What follows belongs to an exercise in optimizing a design on an open flow for small area and a short achievable clock period; a production flow would make more cautious choices. Function was checked by simulation only, so behaviour that the tests miss may differ from the original. Power and IR drop assume default switching activity.

==> v18: inputs <==
// pipeline
module pipeline (
    input  wire        clk,
    input  wire        reset,
    output wire [9:0]  imem_addr,
    input  wire [31:0] imem_rdata,
    output wire [9:0]  dmem_addr,
    output wire [31:0] dmem_wdata,
    output wire        dmem_we,
    output wire        dmem_re,
    input  wire [31:0] dmem_rdata,
    output wire        wb_en,
    output wire [4:0]  wb_reg,
    output wire [31:0] wb_data
);
    reg [9:0] pc;
    always @(posedge clk or posedge reset)
        if (reset) pc <= 10'd0;
        else       pc <= pc + 10'd1;
    assign imem_addr = pc;
    reg [5:0]  ir_op;
    reg [4:0]  ir_rd;
    reg [4:0]  ir_rs, ir_rt;
    reg [10:0] ir_lo;
    always @(posedge clk or posedge reset)
        if (reset) begin
            ir_op <= 6'd0;
            ir_rd <= 5'd0;
        end else begin
            ir_op <= imem_rdata[31:26];
            ir_rd <= imem_rdata[15:11];
        end
    always @(posedge clk) begin
        ir_rs <= imem_rdata[25:21];
        ir_rt <= imem_rdata[20:16];
        ir_lo <= imem_rdata[10:0];
    end
    reg        wb_dis_q;            
    wire       wb_we = ~wb_dis_q;
    reg [4:0]  wb_reg_q;
    reg [31:0] wb_data_q;
    reg [32*32-1:32] rf;          
    reg [31:1] rf_valid;         
    wire [31:1] rf_we;
    genvar g;
    generate for (g = 1; g < 32; g = g + 1) begin : rfw
        assign rf_we[g] = wb_we & (wb_reg_q == g);
        always @(posedge clk)
            if (rf_we[g]) rf[32*g +: 32] <= wb_data_q;
        always @(posedge clk or posedge reset)
            if (reset)          rf_valid[g] <= 1'b0;
            else if (rf_we[g])  rf_valid[g] <= 1'b1;
    end endgenerate
    wire [15:0] imm = {ir_rd, ir_lo};
    wire [31:1] sel_s, sel_t;
    wire [31:0] rv_s [0:31];
    wire [31:0] rv_t [0:31];
    assign rv_s[0] = 32'd0;
    assign rv_t[0] = 32'd0;
    generate for (g = 1; g < 32; g = g + 1) begin : rfr
        assign sel_s[g] = rf_valid[g] & (ir_rs == g);
        assign sel_t[g] = rf_valid[g] & (ir_rt == g);
        assign rv_s[g] = rv_s[g-1] | ({32{sel_s[g]}} & rf[32*g +: 32]);
        assign rv_t[g] = rv_t[g-1] | ({32{sel_t[g]}} & rf[32*g +: 32]);
    end endgenerate
    wire [31:0] val_s = rv_s[31];
    wire [31:0] val_t = rv_t[31];
    wire       is_r   = (ir_op <= 6'd5);
    wire [4:0] dest   = is_r ? ir_rd : ir_rt;
  ...
clock: 10.0 ns
lec_check: 0
cap_margin: 20
core_margin: 2
core_utilization: 50
place_density: 0.6
slew_margin: 20
standard.sh (not shown) runs the stock make flow with config.mk's settings and CLKGATE_MAP_FILE= SYNTH_SCRIPT=/design/flow/synth_recipe.tcl, a recipe that flattens the netlist after the stock synthesis.
==> flow/flow/run.sh <==
#!/bin/bash
# Layout flow: the standard layout (standard.sh: ORFS synthesis, floorplan,
# placement, CTS, routing) with a larger setup margin for the timing repair, so
# that the repair works towards a clock period below the 10 ns constraint,
# and the smallest buffer for the ports' buffers (the repair resizes those on
# critical paths).
# Each step's full output goes to a log file of its own in this folder.
set -euo pipefail
MARGIN=$(cat flow/margin.txt)
bash standard.sh synth > log_synth.txt 2>&1
bash standard.sh SETUP_SLACK_MARGIN=$MARGIN floorplan > log_floorplan.txt 2>&1
bash standard.sh SETUP_SLACK_MARGIN=$MARGIN "BUFFER_PORTS_ARGS=-buffer_cell sky130_fd_sc_hd__buf_1" place > log_place.txt 2>&1
bash standard.sh SETUP_SLACK_MARGIN=$MARGIN cts > log_cts.txt 2>&1
bash standard.sh SETUP_SLACK_MARGIN=$MARGIN route > log_route.txt 2>&1
bash standard.sh SETUP_SLACK_MARGIN=$MARGIN finish > log_finish.txt 2>&1
test -f out/final.def
==> flow/flow/margin.txt <==
6.8
==> inputs of v34, as changes to v18 <==
Settings changed: CTS_CLUSTER_DIAMETER set to 100, CTS_CLUSTER_SIZE set to 20.
==> summary of the runs <==
v18 completed without violations. v34 went through all stages and came out clean. Of v34 and v18, v18 has the higher via count (gap 1.4%, measured against v18). Against v18, the design area of v34 is lower by about 3.2%. In synthesized area, v34 and v18 do not differ. Global-route usage: v34 is lower than v18 (0.81 points). In v18 the fmax is larger than in v34, by 0.50%. Between v18 and v34, the lower combinational power is in v18 (gap about 2%, measured against v34). Of v18 and v34, v18 has the higher clock-buffer cell count (gap 72). Sequential cell count is the same in v34 and v18.

## what the ideal ports hide
The flow's constraints put no driver on any port. The routed layouts listed below were extracted and timed again, unchanged, in two steps.
Step 1 assumes that a clkbuf_16 drives the clock port and a buf_2 every other input.
Step 2 moves the port delays by t, midway between the first and last clock arrival at a register: inputs arrive t later, outputs are due t later. That takes back most of the time a late clock gives input paths.
Three values: ideal ports, drivers, drivers and shift; two values: the first two.
run | shift t [ns] | setup slack, ns | worst setup path after step 2 | cell pins on the clock port's net
v18 | 0.887 | 6.612 / 6.549 / 6.280 | input, reset recovery | 1
v34 | 0.835 | 6.595 / 6.595 / 6.296 | input, reset recovery | 1
After both steps setup and hold are still met in every run listed. The setup slack of v18, which loses most, moves by -0.063 ns with the drivers and by -0.332 ns with both steps. Setup slack includes reset recovery checks.
